What follows belongs to an exercise in optimizing a design on an open flow for a short achievable clock period and few clock cycles; a production flow would make more cautious choices. Function was checked by simulation only, so behaviour that the tests miss may differ from the original. No activity file was given, so power comes from the tool's default toggle rates.

==> design/flow/design.v <==
module ks_add32(a, b, cin, s, cout);
input [31:0] a, b;
input cin;
output [31:0] s;
output cout;
wire [31:0] g [0:5];
wire [31:0] p [0:5];
wire [31:0] p0 = a ^ b;
assign g[0] = {a[31:1] & b[31:1], (a[0] & b[0]) | (p0[0] & cin)};
assign p[0] = p0;
genvar l, i;
generate
	for (l = 0; l < 5; l = l + 1) begin : lvl
		for (i = 0; i < 32; i = i + 1) begin : bt
			if (i >= (1 << l)) begin : m
				assign g[l+1][i] = g[l][i] | (p[l][i] & g[l][i - (1 << l)]);
				assign p[l+1][i] = p[l][i] & p[l][i - (1 << l)];
			end else begin : k
				assign g[l+1][i] = g[l][i];
				assign p[l+1][i] = p[l][i];
			end
		end
	end
endgenerate
assign s = p0 ^ {g[5][30:0], cin};
assign cout = g[5][31];
endmodule
module ks_addw(a, b, s, cout);
parameter W = 12;
parameter L = 4;    
input [W-1:0] a, b;
output [W-1:0] s;
output cout;
wire [W-1:0] g [0:L];
wire [W-1:0] p [0:L];
assign g[0] = a & b;
assign p[0] = a ^ b;
genvar l, i;
generate
	for (l = 0; l < L; l = l + 1) begin : lvl
		for (i = 0; i < W; i = i + 1) begin : bt
			if (i >= (1 << l)) begin : m
				assign g[l+1][i] = g[l][i] | (p[l][i] & g[l][i - (1 << l)]);
				assign p[l+1][i] = p[l][i] & p[l][i - (1 << l)];
			end else begin : k
				assign g[l+1][i] = g[l][i];
				assign p[l+1][i] = p[l][i];
			end
		end
	end
endgenerate
assign s = p[0] ^ {g[L][W-2:0], 1'b0};
assign cout = g[L][W-1];
endmodule
module alu_pick(sel, sum, diff, shl, lt, ltu, x, shr, o, n, s1, v1, s2, v2, s3, v3, y);
input [8:0] sel;
input [31:0] sum, diff, shl, x, shr, o, n;
input lt, ltu;
input s1, s2, s3;
input [31:0] v1, v2, v3;
output [31:0] y;
assign y = ({32{sel[0]}} & sum)  |
           ({32{sel[1]}} & diff) |
           ({32{sel[2]}} & shl)  |
           ({32{sel[3]}} & {31'd0, lt})  |
           ({32{sel[4]}} & {31'd0, ltu}) |
           ({32{sel[5]}} & x)    |
           ({32{sel[6]}} & shr)  |
           ({32{sel[7]}} & o)    |
           ({32{sel[8]}} & n)    |
           ({32{s1}} & v1) | ({32{s2}} & v2) | ({32{s3}} & v3);
endmodule
module RV32I(clk,rst,imem_addr,imem_rdata,dmem_addr,dmem_wdata,dmem_size,dmem_we,dmem_rdata);
input clk,rst;
input[31:0] imem_rdata,dmem_rdata;
output[31:0] imem_addr,dmem_addr,dmem_wdata;
output[1:0] dmem_size;
output dmem_we;
reg [31:0] pc_f;
reg        v_d, t_d;    
reg        x_d;         
reg [31:0] ir_d, pc_d;
reg [31:1] oh1_d, oh2_d;    
reg [31:13] hi_inc_b, hi_dec_b;    
reg [31:21] hi_inc_j, hi_dec_j;    
reg        rw_e, st_e, ld_e, br_e, jmp_e;
reg [4:0]  rd_e;
reg [2:0]  f3_e;
reg [31:0] opa_e, opb_e, sd_e, tgt_e;
reg        fs_e;
reg        s_add, s_sub, s_sll, s_slt, s_sltu, s_xor, s_srl, s_or, s_and;
reg        rw_m, ld_m, we_m;
reg [4:0]  rd_m;
reg        lb_m, lh_m;    
reg [1:0]  size_m;
reg [31:0] res_m, sd_m;
reg        rw_w;
reg [4:0]  rd_w;
reg [31:0] res_w;
reg [31:0] rf [1:31];
wire [6:0] op  = ir_d[6:0];
wire [2:0] f3  = ir_d[14:12];
wire [4:0] rs1 = ir_d[19:15];
wire [4:0] rs2 = ir_d[24:20];
wire [4:0] rd  = ir_d[11:7];
wire is_r   = op == 7'b0110011;
wire is_i   = op == 7'b0010011;
wire is_ld  = op == 7'b0000011;
wire is_st  = op == 7'b0100011;
wire is_br  = op == 7'b1100011;
wire is_jal = op == 7'b1101111;
wire is_lui = op == 7'b0110111;
wire br_same = is_br & (rs1 == rs2);
wire br_cond = is_br & ~br_same;
wire use1 = is_r | is_i | is_ld | is_st | br_cond;
wire use2 = is_r | br_cond;
wire rw_d = (is_r | is_i | is_ld | is_jal | is_lui) & (rd != 5'd0);
wire [31:0] imm_i = {{20{ir_d[31]}}, ir_d[31:20]};
wire [31:0] imm_s = {{20{ir_d[31]}}, ir_d[31:25], ir_d[11:7]};
wire [31:0] imm_b = {{19{ir_d[31]}}, ir_d[31], ir_d[7], ir_d[30:25], ir_d[11:8], 1'b0};
wire [31:0] imm_j = {{11{ir_d[31]}}, ir_d[31], ir_d[19:12], ir_d[20], ir_d[30:21], 1'b0};
wire [31:0] imm_u = {ir_d[31:12], 12'b0};
wire [13:0] lo_b;
wire [21:0] lo_j;
ks_addw #(13, 4) KB(pc_d[12:0], imm_b[12:0], lo_b[12:0], lo_b[13]);
ks_addw #(21, 5) KJ(pc_d[20:0], imm_j[20:0], lo_j[20:0], lo_j[21]);
wire [31:13] hi_b = (lo_b[13] == ir_d[31]) ? pc_d[31:13] : lo_b[13] ? hi_inc_b : hi_dec_b;
wire [31:21] hi_j = (lo_j[21] == ir_d[31]) ? pc_d[31:21] : lo_j[21] ? hi_inc_j : hi_dec_j;
wire [31:0] tgt_b = {hi_b, lo_b[12:0]};
wire [31:0] tgt_j = {hi_j, lo_j[20:0]};
wire [31:0] tgt_d = ({32{is_jal}} & tgt_j) | ({32{~is_jal}} & tgt_b);
reg [31:0] rf1, rf2;
integer q;
always @(*) begin
	rf1 = 32'd0;
	rf2 = 32'd0;
	for (q = 1; q < 32; q = q + 1) begin
		rf1 = rf1 | ({32{oh1_d[q]}} & rf[q]);
		rf2 = rf2 | ({32{oh2_d[q]}} & rf[q]);
	end
end
wire [31:0] rv1 = (rw_w && rd_w == rs1) ? res_w : rf1;
wire [31:0] rv2 = (rw_w && rd_w == rs2) ? res_w : rf2;
wire [31:0] res_e, ldv;
wire f1e = rw_e & (rd_e == rs1);
wire f1m = rw_m & (rd_m == rs1);
wire f2e = rw_e & (rd_e == rs2);
wire f2m = rw_m & (rd_m == rs2);
wire a_reg = ~(is_jal | is_lui);
wire b_reg = ~(is_jal | is_lui | is_st | is_i | is_ld);
wire [31:0] opa_r = is_jal ? pc_d : is_lui ? 32'd0 : rv1;
wire [31:0] opb_r = is_jal ? 32'd4 : is_lui ? imm_u : is_st ? imm_s :
                    (is_i | is_ld) ? imm_i : rv2;
wire ae = a_reg & f1e;
wire al = a_reg & ~f1e & f1m & ld_m;
wire am = a_reg & ~f1e & f1m & ~ld_m;
wire ar = ~(ae | al | am);
wire be = b_reg & f2e;
wire bl = b_reg & ~f2e & f2m & ld_m;
wire bm = b_reg & ~f2e & f2m & ~ld_m;
wire br = ~(be | bl | bm);
wire se = f2e;
wire sl = ~f2e & f2m & ld_m;
wire sm = ~f2e & f2m & ~ld_m;
wire sr = ~(se | sl | sm);
wire [8:0]  s_vec;
wire [31:0] sum, diff, shl, shr, u_x, u_o, u_n;
wire        lt, ltu;
wire [31:0] opa_d, opb_d, sd_d;
alu_pick PA({9{ae}} & s_vec, sum, diff, shl, lt, ltu, u_x, shr, u_o, u_n, al, ldv, am, res_m, ar, opa_r, opa_d);
alu_pick PB({9{be}} & s_vec, sum, diff, shl, lt, ltu, u_x, shr, u_o, u_n, bl, ldv, bm, res_m, br, opb_r, opb_d);
alu_pick PS({9{se}} & s_vec, sum, diff, shl, lt, ltu, u_x, shr, u_o, u_n, sl, ldv, sm, res_m, sr, rv2, sd_d);
wire alu_rr = is_r | is_i;
wire d_add  = is_ld | is_st | is_jal | is_lui | (alu_rr & f3 == 3'd0 & ~(is_r & ir_d[30]));
wire d_sub  = is_r & f3 == 3'd0 & ir_d[30];
wire d_fs = is_st & ld_e & rw_e & (rd_e == rs2);
wire redir_e;
wire stall   = v_d & ld_e & rw_e & ((use1 & rd_e == rs1) | (use2 & rd_e == rs2));
wire jmp_d   = is_jal | br_same;
wire jfix_d  = jmp_d & (~t_d | x_d);    
wire bubble  = redir_e | stall | ~v_d;
assign imem_addr = pc_f;
wire [31:0] ins    = imem_rdata;
wire [31:0] oh1_f  = 32'd1 << ins[19:15];
wire [31:0] oh2_f  = 32'd1 << ins[24:20];
wire        f_jal  = ins[6:0] == 7'b1101111;
wire        take_f = f_jal | (ins[6:0] == 7'b1100011 & ins[19:15] == ins[24:20]);
wire [12:0] lo_jf, lo_bf;
ks_addw #(12, 4) KJF(pc_f[11:0], {ins[20], ins[30:21], 1'b0}, lo_jf[11:0], lo_jf[12]);
ks_addw #(12, 4) KBF(pc_f[11:0], {ins[7], ins[30:25], ins[11:8], 1'b0}, lo_bf[11:0], lo_bf[12]);
wire        far_f  = f_jal ? (lo_jf[12] != ins[31]) | (ins[19:12] != {8{ins[31]}})
                           : (lo_bf[12] != ins[31]);
wire [31:0] tgt_f  = {pc_f[31:12], ({12{f_jal}} & lo_jf[11:0]) | ({12{~f_jal}} & lo_bf[11:0])};
wire [31:0] pc4_f  = pc_f + 32'd4;
wire [31:0] npc_f  = ({32{take_f}} & tgt_f) | ({32{~take_f}} & pc4_f);
always @(posedge clk or posedge rst) begin
	if (rst) begin
		pc_f <= 32'd0;
		v_d  <= 1'b0;
		t_d  <= 1'b0;
		x_d  <= 1'b0;
	end else if (redir_e) begin
		pc_f <= tgt_e;
		v_d  <= 1'b0;
		t_d  <= 1'b0;
		x_d  <= 1'b0;
	end else if (!stall) begin
		pc_f <= npc_f;
		v_d  <= 1'b1;
		t_d  <= take_f;
		x_d  <= far_f;
	end
end
always @(posedge clk) begin
	if (!stall) begin
		ir_d <= imem_rdata;
		oh1_d <= oh1_f[31:1];
		oh2_d <= oh2_f[31:1];
		pc_d <= pc_f;
		hi_inc_b <= pc_f[31:13] + 19'd1;
		hi_dec_b <= pc_f[31:13] - 19'd1;
		hi_inc_j <= pc_f[31:21] + 11'd1;
		hi_dec_j <= pc_f[31:21] - 11'd1;
	end
end
always @(posedge clk or posedge rst) begin
	if (rst) begin
		rw_e <= 1'b0; st_e <= 1'b0; ld_e <= 1'b0; br_e <= 1'b0; jmp_e <= 1'b0;
	end else begin
		rw_e <= ~bubble & rw_d;
		st_e <= ~bubble & is_st;
		ld_e <= ~bubble & is_ld;
		br_e <= ~bubble & br_cond;
		jmp_e <= ~bubble & jfix_d;
	end
end
always @(posedge clk) begin
	rd_e  <= rd;
	f3_e  <= f3;
	opa_e <= opa_d;
	opb_e <= opb_d;
	sd_e  <= sd_d;
	tgt_e <= tgt_d;
	fs_e  <= d_fs;
	s_add  <= d_add;
	s_sub  <= d_sub;
	s_sll  <= alu_rr & f3 == 3'd1;
	s_slt  <= alu_rr & f3 == 3'd2;
	s_sltu <= alu_rr & f3 == 3'd3;
	s_xor  <= alu_rr & f3 == 3'd4;
	s_srl  <= alu_rr & f3 == 3'd5;
	s_or   <= alu_rr & f3 == 3'd6;
	s_and  <= alu_rr & f3 == 3'd7;
end
wire [31:0] A  = opa_e;
wire [31:0] B  = opb_e;
wire        eq   = A == B;
assign redir_e = (br_e & eq) | jmp_e;
wire        c_sum, c_diff;
ks_add32 ADD(A, B, 1'b0, sum, c_sum);
ks_add32 SUB(A, ~B, 1'b1, diff, c_diff);
assign lt   = (A[31] ^ B[31]) ? A[31] : ~c_diff;
assign ltu  = c_diff & ~eq;
assign shl  = A << B[4:0];
assign shr  = A >> B[4:0];
assign u_x  = A ^ B;
assign u_o  = A | B;
assign u_n  = A & B;
assign s_vec = {s_and, s_or, s_srl, s_xor, s_sltu, s_slt, s_sll, s_sub, s_add};
alu_pick PR(s_vec, sum, diff, shl, lt, ltu, u_x, shr, u_o, u_n, 1'b0, 32'd0, 1'b0, 32'd0, 1'b0, 32'd0, res_e);
always @(posedge clk or posedge rst) begin
	if (rst) begin
		rw_m <= 1'b0; ld_m <= 1'b0; we_m <= 1'b0;
	end else begin
		rw_m <= rw_e;
		ld_m <= ld_e;
		we_m <= st_e;
	end
end
always @(posedge clk) begin
	rd_m  <= rd_e;
	lb_m  <= f3_e == 3'd0;
	lh_m  <= f3_e == 3'd1;
	size_m <= (f3_e == 3'd0) ? 2'd1 : (f3_e == 3'd1) ? 2'd2 : 2'd3;
	res_m <= res_e;
end
assign dmem_addr  = res_m;
assign dmem_wdata = sd_m;
assign dmem_size  = size_m;
assign dmem_we    = we_m;
assign ldv[7:0]   = dmem_rdata[7:0];
assign ldv[15:8]  = lb_m ? {8{dmem_rdata[7]}} : dmem_rdata[15:8];
assign ldv[31:16] = lb_m ? {16{dmem_rdata[7]}} : lh_m ? {16{dmem_rdata[15]}} : dmem_rdata[31:16];
wire [31:0] resm_fin = ld_m ? ldv : res_m;
always @(posedge clk) begin
	if (fs_e) sd_m <= ldv;
	else      sd_m <= sd_e;
end
always @(posedge clk or posedge rst) begin
	if (rst) rw_w <= 1'b0;
	else     rw_w <= rw_m;
end
always @(posedge clk) begin
	rd_w  <= rd_m;
	res_w <= resm_fin;
end
always @(posedge clk) begin
	if (rw_w) rf[rd_w] <= res_w;
end
endmodule
==> design/flow/flow/run.sh <==
#!/bin/bash
set -euo pipefail
bash standard.sh SETUP_SLACK_MARGIN=6 "BUFFER_PORTS_ARGS=-buffer_cell sky130_fd_sc_hd__buf_8" finish > make_finish.log 2>&1
==> design/flow/standard.sh <==
#!/bin/bash
# synth_recipe.tcl (not shown) runs the flow's synth.tcl, then flattens the netlist and writes it again
# the make line also repeats each setting of config.mk as NAME=value (left out here)
make -C /OpenROAD-flow-scripts/flow DESIGN_CONFIG=/design/flow/config.mk WORK_HOME=/design/flow/orfs CLKGATE_MAP_FILE= SYNTH_SCRIPT=/design/flow/synth_recipe.tcl "${@:-finish}"
==> design/flow/config.mk <==
export PLATFORM = sky130hd
export DESIGN_NAME = RV32I
export DESIGN_NICKNAME = RV32I
export VERILOG_FILES = /design/flow/design.v
export SDC_FILE = /design/flow/constraint.sdc
export NUM_CORES = 4
export LEC_CHECK = 0
export ABC_CLOCK_PERIOD_IN_PS = 2500
export CAP_MARGIN = 20
export CORE_MARGIN = 2
export CORE_UTILIZATION = 40
export SLEW_MARGIN = 20
==> design/flow/constraint.sdc <==
create_clock -name core_clock -period 9.0 [get_ports {clk}]
set_input_delay 1.8000 -clock core_clock [delete_from_list [all_inputs] [get_ports {clk}]]
set_output_delay 1.8000 -clock core_clock [all_outputs]
set_load 0.01 [all_outputs]
==> run notes, run 1 <==
- Dominant combinational cell family by area after synthesis: compound AO/OA/AOI/OAI gates
- Initial standard-cell utilization of the core: 40.2%
- Layout area overhead: 27.2%
- Root Buffer: sky130_fd_sc_hd__clkbuf_16
- Average instance area after synthesis: 12.0 um^2
- Power density over cell area: 233 nW/um^2
- Post-layout net count: 6,657
- Unrepaired setup endpoints after global routing: yes
- Placeable core region: 178,000 um^2
- Final clock period utilization by the worst path: 38.6%
- Total global routing track utilization: 38.2%
- Global-route wire length before repair: 485 mm
- Sequential cell area: 41,800 um^2
- Worst Path Required: 9.71 ns
- Simple-gate portion of the synthesized area: 9.32%
- EDFF count, synth: 1,176
- Worst setup margin: 5.52 ns
- TritonCTS clock tree: done
- Fraction of the mapped netlist area in adder cells: 2.69%
- Share of synthesized area occupied by flip-flops and latches: 58.1%
- Xor-xnor portion of the synthesized cell area: 2.03%
- Bufs and invs on worst path: 2
- Final-layout fill cell count: 15,200
- Total leakage power: 32.4 nW
- Proportion of layout cells with a drive suffix above 1: 28.9%
- Most used routing layer in global routing: met2
- Drt wl/cell: 41.0 um
- Number of buffers created by CTS: 157
- H-tree depth: 4
- Iteration count of the initial detailed-routing pass: 11
- Via count of the first global-routing pass: 59,900
- Placement-stage worst setup slack: 3.66 ns
- Antenna violations before repair: 16
- Syn_nets: 6,177
- DRC: 0
- Post-route clock skew: 0.0385 ns
- Share of synthesized flip-flops with an asynchronous set or reset: 2.98%
- Prevailing post-synth register cell: sky130_fd_sc_hd__edfxtp_1
- DIE AREA: 182,000 um^2
- Synthesized flop and latch total: 1,476
- Crit path time final: 3.48 ns
- Routed wire length: 367 mm
- Synthesized netlist cell count: 5,961
- Largest net degree at the start of global routing: 79
- HPWL after detailed placement: 210 mm
- Critical Path Sink Type: flop
- Status: complete, no violations
- Kind of critical path: reg2reg
- Final estimated routing congestion in global placement: 1.02
- Ratio of routed vias to standard cells: 7.30
- Starting DRT DRC Count: 14,000
- Number of core rows: 155
- Die Span Y: 427 um
- Final number of hold-violating endpoints: 0
- Compound-cell area share of the yosys netlist: 20.3%
- Least-Margin Pin Slew: 1.20 ns
- CTS max path bufs: 3
- Number of buffers inserted by port buffering: 164
- Total power: 0.0212 W
- Cell family contributing the most delay on the critical path: compound AO/OA/AOI/OAI gates
- I/O pin count: 165
- Met3 capacity usage during global routing: 15.6%
- Worst-path maximum fanout: 20
- Number of different library cells in the post-synthesis netlist: 91
- Type of the worst min-delay path: reg2reg
- Global-route congestion overflow total: 0
- Antenna Nets Post-Route: 0
- Final Max Slew Viols: 0
- Cell types occupying the most area after synthesis: sky130_fd_sc_hd__edfxtp_1, sky130_fd_sc_hd__dfxtp_1, sky130_fd_sc_hd__a221oi_1
- # Max-Cap Violations: 0
- Top cell type's share of synthesized area: 49.4%
- Clock sink count: 1,476
- Peak Freq: 288 MHz
- Multiplexer share of the synthesized area: 4.38%
- GR Layer Usage met2: 53.5%
- Die extent in x: 427 um
- Crit path cell chain: buf_4 -> buf_4 -> a22o_1 -> a221oi_1 -> nand4_1 -> nor3_4 -> a21oi_1 -> a21oi_1 -> nor3_1 -> a221o_1
- Count of final setup violators: 0
- Category of the worst setup path launch point: flop
- Source-to-sink clock delay at the later pin of the worst-skew pair: 0.84 ns
- Highest cell delay on the worst timing path: 0.58 ns
- Synth warnings: 5
- Clock transition at the registers of the reported paths: 0.06 ns
- Via Count: 65,300
- Tightest slew margin relative to the limit: 19.9%
- Maximum resistive drop on vdd: 0.179 mV
- Final setup TNS: 0 ns
- Highest-delay cell along the critical path: sky130_fd_sc_hd__nor3_4
- Routing usage on met1: 48.7%
- Footprint of the multi-input gates: 31,800 um^2
- Most area-hungry cell type in the Yosys netlist: sky130_fd_sc_hd__edfxtp_1
- Arrival time at the worst endpoint: 4.19 ns
- Post-Syn Area: 71,500 um^2
==> state kept, by name (all words and copies together), names as in the netlist, 10 cells and up, named ones only <==
signal / flops
rf: 992
ir_d: 32
opa_e: 32
opb_e: 32
pc_d: 32
res_m: 32
res_w: 32
sd_e: 32
sd_m: 32
tgt_e: 32
oh1_d: 31
oh2_d: 31
hi_inc_b: 19
hi_dec_b: 18
hi_inc_j: 11
hi_dec_j: 10
pc_f: 10
==> metal layers <==
| layer | vias up | wire length (um) |
|---|---|---|
| li1 | 24800 | - |
| met3 | 1936 | 60000 |
| met5 | - | 171 |
| met4 | 19 | 33300 |
| met2 | 6760 | 147000 |
| met1 | 31800 | 126000 |
==> power by group <==
group | internal, W | leakage, nW | switching, W
Clock | 0.00380 | 2.55 | 0.00293
Combinational | 0.00266 | 15.9 | 0.00357
Sequential | 0.00782 | 14.0 | 0.000461
Total | 0.0143 | 32.4 | 0.00696
==> cell type report <==
class                      instances  share of cell area [%]
timing repair inverter             3                  0.0316
inverter                         147                   0.742
timing repair buffer             759                    9.35
antenna                           16                  0.0440
multi-input combinational       3897                    34.9
clock buffer                     188                    4.58
sequential                      1476                    46.0
tap                             2355                    3.24
clock inverter                   104                    1.17
==> final timing paths <==
path	start	to	slack (ns)	cells after the start
worst min-delay path	pc_d[0]	tgt_e[0]	0.37	0
min in group asynchronous	rst	async pin	1.10	2
worst min register to register	pc_d[0]	tgt_e[0]	0.37	0
max in group asynchronous	rst	async pin	7.31	2
worst max register to register	oh2_d[8]	opb_e[21]	5.52	10
worst max-delay path	oh2_d[8]	opb_e[21]	5.52	10
==> cell families (layout without fill, tap and decap cells) <==
logic type / count (synthesis) / in the layout
adders and majority gates: 150 / 150
AOI/OAI and AO/OA: 1928 / 1932
muxes: 256 / 256
and+or+nand+nor: 1391 / 1393
buffers and inverters: 594 / 1201
other: 0 / 16
xor gates and xnor gates: 166 / 166
DFF: 1476 / 1476
==> layout by cell type, fill, tap and decap left out, drive strengths merged, types with 155 or more instances in the layout <==
cell | Yosys | layout
a22oi | 312 | 312
edfxtp | 1176 | 1176
a22o | 300 | 300
o21ai | 201 | 201
nand4 | 155 | 155
a221oi | 317 | 317
nor2 | 350 | 350
dfxtp | 256 | 256
nand2 | 363 | 363
buf | 115 | 734
clkbuf | 332 | 203
a21oi | 301 | 302
==> stage by stage <==
stage	hold slack (ns)	cell area [um^2]	instances	utilization (%)
2_1_floorplan	0.331	72100	5961	-
3_3_place_gp	0.361	77300	8219	43.4
3_5_place_dp	0.355	77300	8220	43.4
4_1_cts	0.374	87200	8734	49.0
5_1_grt	0.378	91000	8930	51.1
6_report	0.366	91000	8945	51.1
==> worst register-to-register path, cell delays in order, from the launching register on <==
cell and delay (ns):
sky130_fd_sc_hd__edfxtp_1 0.36, sky130_fd_sc_hd__buf_4 0.28, sky130_fd_sc_hd__buf_4 0.40, sky130_fd_sc_hd__a22o_1 0.31, sky130_fd_sc_hd__a221oi_1 0.26, sky130_fd_sc_hd__nand4_1 0.20
sky130_fd_sc_hd__nor3_4 0.58, sky130_fd_sc_hd__a21oi_1 0.36, sky130_fd_sc_hd__a21oi_1 0.21, sky130_fd_sc_hd__nor3_1 0.12, sky130_fd_sc_hd__a221o_1 0.30
==> timing repair <==
item / 4_1_cts / 5_1_grt
resized for setup: 660 / 460
buffers inserted: 204 / 176
setup endpoints to repair: 400 / 347
gates cloned: 18 / 18
pin swaps: 139 / 183
endpoints found under the hold margin: 0 / 0
hold buffers: 0 / 0
==> synthesized netlist by cell type (9+ instances only) <==
cell,number
sky130_fd_sc_hd__edfxtp_1,1176
sky130_fd_sc_hd__nand2_1,363
sky130_fd_sc_hd__nor2_1,349
sky130_fd_sc_hd__clkbuf_1,332
sky130_fd_sc_hd__a221oi_1,314
sky130_fd_sc_hd__a22oi_1,312
sky130_fd_sc_hd__a21oi_1,300
sky130_fd_sc_hd__a22o_1,300
sky130_fd_sc_hd__dfxtp_1,256
sky130_fd_sc_hd__o21ai_0,181
sky130_fd_sc_hd__nand4_1,155
sky130_fd_sc_hd__ha_1,144
sky130_fd_sc_hd__nand3_1,141
sky130_fd_sc_hd__inv_1,135
sky130_fd_sc_hd__nor3_1,131
sky130_fd_sc_hd__mux2i_1,117
sky130_fd_sc_hd__mux2_2,103
sky130_fd_sc_hd__xnor2_1,93
sky130_fd_sc_hd__xor2_1,73
sky130_fd_sc_hd__a222oi_1,68
sky130_fd_sc_hd__buf_1,62
sky130_fd_sc_hd__a221o_1,57
sky130_fd_sc_hd__nand2b_1,54
sky130_fd_sc_hd__a211oi_1,47
sky130_fd_sc_hd__dfrtp_1,44
sky130_fd_sc_hd__and3_1,43
sky130_fd_sc_hd__buf_2,43
sky130_fd_sc_hd__a21o_1,42
sky130_fd_sc_hd__o211ai_1,41
sky130_fd_sc_hd__o221ai_1,39
sky130_fd_sc_hd__or3_1,33
sky130_fd_sc_hd__nor4_1,29
sky130_fd_sc_hd__mux4_2,28
sky130_fd_sc_hd__nor2b_1,28
sky130_fd_sc_hd__o21a_1,28
sky130_fd_sc_hd__a31oi_1,27
sky130_fd_sc_hd__o31ai_1,26
sky130_fd_sc_hd__o21ai_1,20
sky130_fd_sc_hd__o22ai_1,18
sky130_fd_sc_hd__o2111ai_1,16
sky130_fd_sc_hd__o21bai_1,16
sky130_fd_sc_hd__or2_2,16
sky130_fd_sc_hd__nand3b_1,12
sky130_fd_sc_hd__and2_1,10
sky130_fd_sc_hd__a311oi_1,9
Testbench counts, summed over its fixed seeds: cycles 26,042.
==> run 2, diff against run 1 <==
--- a/design/flow/design.v
+++ b/design/flow/design.v
@@ -87,6 +87,7 @@
 reg [4:0]  rd_e;
 reg [2:0]  f3_e;
 reg [31:0] opa_e, opb_e, sd_e, tgt_e;
+reg [31:0] an_e, bn_e;      
 reg        fs_e;
 reg        s_add, s_sub, s_sll, s_slt, s_sltu, s_xor, s_srl, s_or, s_and;
 reg        rw_m, ld_m, we_m;
@@ -239,6 +240,8 @@
 	f3_e  <= f3;
 	opa_e <= opa_d;
 	opb_e <= opb_d;
+	an_e  <= ~opa_d;
+	bn_e  <= ~opb_d;
 	sd_e  <= sd_d;
 	tgt_e <= tgt_d;
 	fs_e  <= d_fs;
@@ -255,7 +258,8 @@
 wire [31:0] A  = opa_e;
 wire [31:0] B  = opb_e;
 wire        eq   = A == B;
-assign redir_e = (br_e & eq) | jmp_e;
+wire        beq  = ~|(an_e ^ bn_e);    
+assign redir_e = (br_e & beq) | jmp_e;
 wire        c_sum, c_diff;
 ks_add32 ADD(A, B, 1'b0, sum, c_sum);
 ks_add32 SUB(A, ~B, 1'b1, diff, c_diff);
==> run notes, run 2 <==
- Status: complete, no violations
- Least-Margin Pin Slew: 1.29 ns
- Source-to-sink clock delay at the later pin of the worst-skew pair: 0.87 ns
- Bufs and invs on worst path: 2
- Die Span Y: 433 um
- Proportion of layout cells with a drive suffix above 1: 28.8%
- Unrepaired setup endpoints after global routing: yes
- Final Max Slew Viols: 0
- EDFF count, synth: 1,176
- Kind of critical path: reg2reg
- Syn_nets: 6,275
- Final setup TNS: 0 ns
- Crit path time final: 3.49 ns
- Synthesized flop and latch total: 1,540
- Clock sink count: 1,540
- Ranking of synthesized cells by instance count: sky130_fd_sc_hd__edfxtp_1, sky130_fd_sc_hd__nor2_1, sky130_fd_sc_hd__a22oi_1
- TritonCTS clock tree: done
- Number of core rows: 157
- Iteration count of the initial detailed-routing pass: 12
- Global-route congestion overflow total: 0
- Cell family contributing the most delay on the critical path: compound AO/OA/AOI/OAI gates
- Final number of hold-violating endpoints: 0
- Highest cell delay on the worst timing path: 0.74 ns
- Peak Freq: 287 MHz
- Cell types occupying the most area after synthesis: sky130_fd_sc_hd__edfxtp_1, sky130_fd_sc_hd__dfxtp_1, sky130_fd_sc_hd__a22oi_1
- Layout area overhead: 26.9%
- Simple-gate portion of the synthesized area: 9.18%
- Final clock period utilization by the worst path: 38.7%
- Count of final setup violators: 0
- Share of synthesized area occupied by flip-flops and latches: 58.2%
- Critical Path Start: oh2_d[27]
- WHS: 0.350 ns
- FF-to-FF path depth: 11
- Number of buffers created by CTS: 163
- Top register by number of flip-flops: rf
- Launch instance of the worst register-to-register path: oh2_d[27]
- Dominant combinational cell family by area after synthesis: compound AO/OA/AOI/OAI gates
- Total stage count of the critical path: 11
- Setup crit end: opb_e[20]
- I/O pin count: 165
- Average instance area after synthesis: 12.1 um^2
- Clock transition at the registers of the reported paths: 0.06 ns
- Routed wire length: 380 mm
- # Max-Cap Violations: 0
- Synthesized netlist cell count: 6,059
- Crit path cell chain: buf_4 -> buf_6 -> a22o_1 -> a221oi_1 -> nand4_1 -> or4b_2 -> o21ai_2 -> o211ai_1 -> o21ai_2 -> nor2_1 -> a221o_1
- Final-layout fill cell count: 15,600
- Worst hold path depth: 0
- Drt wl/cell: 41.2 um
- Most common cell type on the critical path: sky130_fd_sc_hd__o21ai_2
- Max reg flops: 992
- Number of buffers inserted by port buffering: 164
- Fraction of the mapped netlist area in adder cells: 2.61%
- Worst-path maximum fanout: 20
- DRC: 0
- Dominant cell by count in the synthesized netlist: sky130_fd_sc_hd__edfxtp_1
- Most used cells in the layout excluding fill and tap cells: sky130_fd_sc_hd__edfxtp_1, sky130_fd_sc_hd__buf_4, sky130_fd_sc_hd__a22oi_1
- Critical Path Sink Type: flop
- Highest-delay cell along the critical path: sky130_fd_sc_hd__or4b_2
- Arrival time at the worst endpoint: 4.20 ns
- Most area-hungry cell type in the Yosys netlist: sky130_fd_sc_hd__edfxtp_1
- Largest net degree at the start of global routing: 77
- Type of the worst min-delay path: reg2reg
- Power density over cell area: 234 nW/um^2
- Antenna violations before repair: 18
- Worst Path Required: 9.72 ns
- FF-to-FF setup slack: 5.51 ns
- Multiplexer share of the synthesized area: 4.41%
- Via count of the first global-routing pass: 62,100
- Number of hold buffers added after CTS: 0
- Final estimated routing congestion in global placement: 1.01
- Antenna Nets Post-Route: 0
- Top cell type's share of synthesized area: 48.0%
- HPWL after detailed placement: 218 mm
- Ratio of routed vias to standard cells: 7.30
- Post-route clock skew: 0.0525 ns
- Total leakage power: 33.5 nW
- DIE AREA: 187,000 um^2
- Root Buffer: sky130_fd_sc_hd__clkbuf_16
- Number of different library cells in the post-synthesis netlist: 103
- Post-Syn Area: 73,500 um^2
- Initial standard-cell utilization of the core: 40.2%
- Synth warnings: 5
- Most common cell after layout, fill and taps aside: sky130_fd_sc_hd__edfxtp_1
- Starting DRT DRC Count: 15,700
- Xor-xnor portion of the synthesized cell area: 2.52%
- Tightest slew margin relative to the limit: 14.3%
- Total global routing track utilization: 39.1%
- Share of synthesized flip-flops with an asynchronous set or reset: 2.86%
- Global-route wire length before repair: 509 mm
- CTS max path bufs: 3
- Via Count: 67,200
- Capture point of the worst reg-to-reg path: opb_e[20]
- H-tree depth: 4
- Compound-cell area share of the yosys netlist: 19.8%
- Prevailing post-synth register cell: sky130_fd_sc_hd__edfxtp_1
- Category of the worst setup path launch point: flop
- Die extent in x: 433 um
- Post-layout net count: 6,806
- Placeable core region: 183,000 um^2
- Maximum resistive drop on vdd: 0.157 mV
==> run 2: per-stage QoR <==
stage          worst slack, ns  area (um^2)  total power [W]  util (%)  instances
2_1_floorplan             5.41        74100           0.0114         -       6059
3_3_place_gp              4.22        79600           0.0132      43.5       8443
3_5_place_dp              4.33        79600           0.0132      43.5       8444
4_1_cts                   5.58        90800           0.0210      49.6       9071
5_1_grt                   5.48        93300           0.0223      51.0       9195
6_report                  5.51        93400           0.0218      51.0       9212
==> run 2: report_power, final <==
group,leakage (nW),internal [W],switching (W),total (W)
Sequential,14.4,0.00818,0.000463,0.00865
Clock,2.63,0.00388,0.00298,0.00686
Combinational,16.4,0.00272,0.00361,0.00633
==> run 2: per-layer routing <==
| metal | wire length [um] | track usage (%) | up-vias |
|---|---|---|---|
| met3 | 64200 | 16.1 | 1959 |
| met5 | 97 | 0.364 | - |
| met4 | 36600 | 29.3 | 10 |
| met2 | 148000 | 52.6 | 7202 |
| met1 | 131000 | 49.9 | 32700 |
| li1 | - | - | 25300 |
==> run 2: cell type report <==
| class | instances | area (um^2) | area share [%] |
|---|---|---|---|
| well taps | 2464 | 3080 | 3.30 |
| multi-input cells | 3909 | 32400 | 34.7 |
| diodes | 21 | 52.6 | 0.0563 |
| repair inverters | 4 | 35.0 | 0.0375 |
| clock inverters | 69 | 642 | 0.688 |
| inverters | 175 | 747 | 0.800 |
| clock buffers | 233 | 4710 | 5.05 |
| repair buffers | 797 | 8580 | 9.19 |
| flip-flops and latches | 1540 | 43100 | 46.2 |
==> run 2: cell families (layout without fill, tap and decap cells) <==
family                   count (synthesis)  after routing
AO/OA/AOI/OAI                         1923           1923
XOR/XNOR                               212            212
adder cells (fa/ha/maj)                150            150
buffers and inverters                  614           1278
flip-flops                            1540           1540
multiplexers                           225            225
other                                    0             21
AND/OR/NAND/NOR                       1395           1399
==> run 2: worst reg2reg max path: stages (launching register included) <==
cell and delay [ns]:
sky130_fd_sc_hd__edfxtp_1 0.37, sky130_fd_sc_hd__buf_4 0.28, sky130_fd_sc_hd__buf_6 0.30, sky130_fd_sc_hd__a22o_1 0.30, sky130_fd_sc_hd__a221oi_1 0.32, sky130_fd_sc_hd__nand4_1 0.14, sky130_fd_sc_hd__or4b_2 0.74, sky130_fd_sc_hd__o21ai_2 0.17
sky130_fd_sc_hd__o211ai_1 0.17, sky130_fd_sc_hd__o21ai_2 0.15, sky130_fd_sc_hd__nor2_1 0.13, sky130_fd_sc_hd__a221o_1 0.28
==> run 2: worst min path at each step <==
stage,endpoint,start,slack [ns]
2_1_floorplan,we_m,st_e,0.33
3_3_place_gp,we_m,st_e,0.34
3_5_place_dp,we_m,st_e,0.34
4_1_cts,we_m,st_e,0.35
5_1_grt,we_m,st_e,0.35
6_report,we_m,st_e,0.35
==> run 2: timing repair <==
| action | CTS | global route |
|---|---|---|
| pin swaps | 169 | 187 |
| setup buffers | 305 | 113 |
| gates resized for setup | 714 | 360 |
| hold endpoints to repair | 0 | 0 |
| endpoints found under the setup margin | 430 | 977 |
| gates cloned | 20 | 7 |
Testbench counts of run 2, summed over its fixed seeds: cycles 26,042.
==> run 3, diff against run 2 <==
--- a/design/flow/design.v
+++ b/design/flow/design.v
@@ -87,9 +87,9 @@
 reg [4:0]  rd_e;
 reg [2:0]  f3_e;
 reg [31:0] opa_e, opb_e, sd_e, tgt_e;
-reg [31:0] an_e, bn_e;      
 reg        fs_e;
 reg        s_add, s_sub, s_sll, s_slt, s_sltu, s_xor, s_srl, s_or, s_and;
+reg [4:0]  sh_e;    
 reg        rw_m, ld_m, we_m;
 reg [4:0]  rd_m;
 reg        lb_m, lh_m;    
@@ -240,8 +240,6 @@
 	f3_e  <= f3;
 	opa_e <= opa_d;
 	opb_e <= opb_d;
-	an_e  <= ~opa_d;
-	bn_e  <= ~opb_d;
 	sd_e  <= sd_d;
 	tgt_e <= tgt_d;
 	fs_e  <= d_fs;
@@ -252,21 +250,21 @@
 	s_sltu <= alu_rr & f3 == 3'd3;
 	s_xor  <= alu_rr & f3 == 3'd4;
 	s_srl  <= alu_rr & f3 == 3'd5;
+	sh_e   <= (alu_rr & (f3 == 3'd1 | f3 == 3'd5)) ? opb_d[4:0] : 5'd0;
 	s_or   <= alu_rr & f3 == 3'd6;
 	s_and  <= alu_rr & f3 == 3'd7;
 end
 wire [31:0] A  = opa_e;
 wire [31:0] B  = opb_e;
 wire        eq   = A == B;
-wire        beq  = ~|(an_e ^ bn_e);    
-assign redir_e = (br_e & beq) | jmp_e;
+assign redir_e = (br_e & eq) | jmp_e;
 wire        c_sum, c_diff;
 ks_add32 ADD(A, B, 1'b0, sum, c_sum);
 ks_add32 SUB(A, ~B, 1'b1, diff, c_diff);
 assign lt   = (A[31] ^ B[31]) ? A[31] : ~c_diff;
 assign ltu  = c_diff & ~eq;
-assign shl  = A << B[4:0];
-assign shr  = A >> B[4:0];
+assign shl  = A << sh_e;
+assign shr  = A >> sh_e;
 assign u_x  = A ^ B;
 assign u_o  = A | B;
 assign u_n  = A & B;
==> run notes, run 3 <==
- Unrepaired setup endpoints after global routing: yes
- Fraction of the mapped netlist area in adder cells: 2.67%
- Starting DRT DRC Count: 14,700
- Synth warnings: 5
- Xor-xnor portion of the synthesized cell area: 2.14%
- Syn_nets: 6,151
- Root Buffer: sky130_fd_sc_hd__clkbuf_16
- Hold_sp: st_e
- Layout area overhead: 26.6%
- Peak Freq: 289 MHz
- Synthesized netlist cell count: 5,936
- CTS max path bufs: 3
- Final Max Slew Viols: 0
- TritonCTS clock tree: done
- Crit path time final: 3.46 ns
- Power density over cell area: 220 nW/um^2
- Worst hold path depth: 0
- Most common cell after layout, fill and taps aside: sky130_fd_sc_hd__edfxtp_1
- Tightest slew margin relative to the limit: 20.4%
- Status: complete, no violations
- Maximum resistive drop on vdd: 0.238 mV
- Final setup TNS: 0 ns
- Least-Margin Pin Slew: 1.19 ns
- Arrival time at the worst endpoint: 4.12 ns
- Total global routing track utilization: 38.3%
- Max reg flops: 992
- H-tree depth: 4
- Source-to-sink clock delay at the later pin of the worst-skew pair: 0.85 ns
- Global-route wire length before repair: 486 mm
- Number of buffers inserted by port buffering: 164
- Global-route congestion overflow total: 0
- Final number of hold-violating endpoints: 0
- Antenna violations before repair: 22
- Placement-stage worst setup slack: 4.08 ns
- Number of core rows: 155
- Die Span Y: 427 um
- FF-to-FF path depth: 12
- Sequential cell area: 42,000 um^2
- Clock transition at the registers of the reported paths: 0.07 ns
- Synthesized flop and latch total: 1,481
- Dominant combinational cell family by area after synthesis: compound AO/OA/AOI/OAI gates
- Die extent in x: 427 um
- Proportion of layout cells with a drive suffix above 1: 29.2%
- Via Count: 65,200
- Number of different library cells in the post-synthesis netlist: 98
- FF-to-FF setup slack: 5.54 ns
- Share of synthesized flip-flops with an asynchronous set or reset: 2.97%
- Compound-cell area share of the yosys netlist: 20.3%
- Average instance area after synthesis: 12.0 um^2
- Most used cells in the layout excluding fill and tap cells: sky130_fd_sc_hd__edfxtp_1, sky130_fd_sc_hd__buf_4, sky130_fd_sc_hd__a22oi_1
- Antenna Nets Post-Route: 0
- Largest net degree at the start of global routing: 67
- Type of the worst min-delay path: reg2reg
- Launch instance of the worst register-to-register path: sh_e[0]
- Top register by number of flip-flops: rf
- DRC: 0
- I/O pin count: 165
- Routed wire length: 363 mm
- Prevailing post-synth register cell: sky130_fd_sc_hd__edfxtp_1
- Final-layout fill cell count: 15,200
- Multiplexer share of the synthesized area: 4.24%
- Post-Syn Area: 71,500 um^2
- Count of final setup violators: 0
- DIE AREA: 182,000 um^2
- Clock sink count: 1,481
- Critical Path Sink Type: flop
- Ranking of synthesized cells by instance count: sky130_fd_sc_hd__edfxtp_1, sky130_fd_sc_hd__nor2_1, sky130_fd_sc_hd__a22oi_1
- EDFF count, synth: 1,176
- Worst setup margin: 5.54 ns
- Number of hold buffers added after CTS: 0
- Final clock period utilization by the worst path: 38.5%
- Most area-hungry cell type in the Yosys netlist: sky130_fd_sc_hd__edfxtp_1
- Footprint of the multi-input gates: 31,200 um^2
- Via count of the first global-routing pass: 60,000
- Capture point of the worst reg-to-reg path: opb_e[14]
- Simple-gate portion of the synthesized area: 9.09%
- Total leakage power: 32.0 nW
- Final estimated routing congestion in global placement: 1.03
- Worst-case hold path end point: we_m
- Post-route clock skew: 0.0307 ns
- Initial standard-cell utilization of the core: 40.2%
- Placeable core region: 178,000 um^2
- Worst Path Required: 9.66 ns
- Drt wl/cell: 40.5 um
- Dominant cell by count in the synthesized netlist: sky130_fd_sc_hd__edfxtp_1
- HPWL after detailed placement: 214 mm
- Iteration count of the initial detailed-routing pass: 11
- Top cell type's share of synthesized area: 49.4%
- Number of buffers created by CTS: 158
- Worst-path maximum fanout: 8
- # Max-Cap Violations: 0
- Kind of critical path: reg2reg
- Cell types occupying the most area after synthesis: sky130_fd_sc_hd__edfxtp_1, sky130_fd_sc_hd__dfxtp_1, sky130_fd_sc_hd__a22oi_1
- Ratio of routed vias to standard cells: 7.28
- Category of the worst setup path launch point: flop
- Share of synthesized area occupied by flip-flops and latches: 58.2%
- Post-layout net count: 6,671
## run 3: cell count changes after synthesis, sizes merged, moves of 10 or more
cell    before  now
dfxtp      320  261
a211oi      23   67
nor3        89  122
xnor2      136  104
buf        103  129
nor4b       25    1
clkbuf     336  317
nor2       394  375
o21ai      193  210
o221ai      36   21
nor4        35   21
inv        173  163
## run 3: worst max path at each step
| stage | to | startpoint | slack, ns |
|---|---|---|---|
| after floorplan | pc_f[11] | imem_rdata[17] | 5.39 |
| after global placement | flop | opa_e[23] | 4.11 |
| after detailed placement | flop | opa_e[22] | 4.08 |
| after CTS | opb_e[14] | opa_e[0] | 5.61 |
| after global routing | opb_e[14] | opa_e[0] | 5.57 |
| final | opb_e[14] | sh_e[0] | 5.54 |
## run 3: cells by family after synthesis
| kind of cell | Yosys count |
|---|---|
| buffers and inverters | 611 |
| xor gates and xnor gates | 175 |
| AOI/OAI and AO/OA | 1940 |
| DFF | 1481 |
| and+or+nand+nor | 1366 |
| adders and majority gates | 149 |
| muxes | 214 |
## run 3: layer usage
| metal | track usage [%] | wire [um] | up-vias |
|---|---|---|---|
| met5 | 0.344 | 266 | - |
| met4 | 25.2 | 32800 | 26 |
| met3 | 16.0 | 60800 | 1903 |
| met2 | 53.0 | 144000 | 6888 |
| met1 | 48.9 | 124000 | 31600 |
| li1 | - | - | 24800 |
## run 3: layout make-up
| cell class | count | area share (%) |
|---|---|---|
| clock buffer | 206 | 4.80 |
| inverter | 165 | 0.774 |
| tap | 2355 | 3.25 |
| sequential | 1481 | 46.3 |
| antenna | 14 | 0.0387 |
| clock inverter | 87 | 0.992 |
| timing repair inverter | 3 | 0.0345 |
| timing repair buffer | 801 | 9.29 |
| multi-input combinational | 3846 | 34.5 |
## run 3: power by group
group | total, W | internal, W | switching (W)
Sequential | 0.00827 | 0.00783 | 0.000435
Clock | 0.00672 | 0.00381 | 0.00292
Combinational | 0.00494 | 0.00214 | 0.00280
Total | 0.0199 | 0.0138 | 0.00615
## run 3: repair_timing
item                                    4_1_cts  5_1_grt
hold endpoints to repair                      0        0
endpoints found under the setup margin      510      420
resized for setup                           742      335
pin swaps                                   148      186
buffers inserted                            273      144
gates cloned                                 11        7
## run 3: per-stage QoR
stage	hold WS (ns)	cell area (um^2)	utilization, %	power [W]	instances
6_report	0.369	90500	50.9	0.0199	8958
5_1_grt	0.370	90500	50.8	0.0204	8945
4_1_cts	0.374	87800	49.3	0.0192	8793
3_5_place_dp	0.361	77200	43.4	0.0119	8216
3_3_place_gp	0.359	77200	43.4	0.0118	8216
2_1_floorplan	0.331	71900	-	0.0104	5936
## run 3: worst max-delay path, cell delays in order, from the launching register on
cell and delay, ns:
sky130_fd_sc_hd__dfxtp_4 0.44, sky130_fd_sc_hd__buf_12 0.17, sky130_fd_sc_hd__buf_4 0.12, sky130_fd_sc_hd__mux4_2 0.55
sky130_fd_sc_hd__mux2i_1 0.20, sky130_fd_sc_hd__nor2_1 0.07, sky130_fd_sc_hd__o311ai_2 0.44, sky130_fd_sc_hd__o2111ai_1 0.21
sky130_fd_sc_hd__a31oi_1 0.21, sky130_fd_sc_hd__o211ai_1 0.11, sky130_fd_sc_hd__buf_4 0.19, sky130_fd_sc_hd__buf_6 0.12
sky130_fd_sc_hd__a221o_1 0.43
Testbench counts of run 3, summed over its fixed seeds: cycles 26,042.

[afterwards: timing with drivers on the ports]
Ports are ideal in the flow. The routed layouts listed here were re-timed in OpenROAD.
Step 1 sets driving cells, clkbuf_16 on the clock port and buf_2 on the other inputs (assumed; they add their load-dependent delay and slew).
Step 2 times the ports against the registers' clock, not the clock port: input delays grow and output delays shrink by t, the midpoint of the rising clock arrivals with the driver on.
Slacks: ideal / step 1 / step 2; pairs: ideal / step 1.
run | t (ns) | setup WS [ns] | hold WS [ns] | worst setup path at the end
run 1 | 0.914 | 5.524 / 5.524 / 4.912 | 0.366 / 0.366 / 0.366 | input to register
run 2 | 0.923 | 5.513 / 5.513 / 4.829 | 0.350 / 0.350 / 0.350 | input to register
run 3 | 0.922 | 5.538 / 5.538 / 4.943 | 0.369 / 0.369 / 0.369 | input to register
After both steps every run listed still meets setup and hold. The setup slack of run 2, which loses most, moves by 0.000 ns with the drivers and by -0.684 ns with both steps.
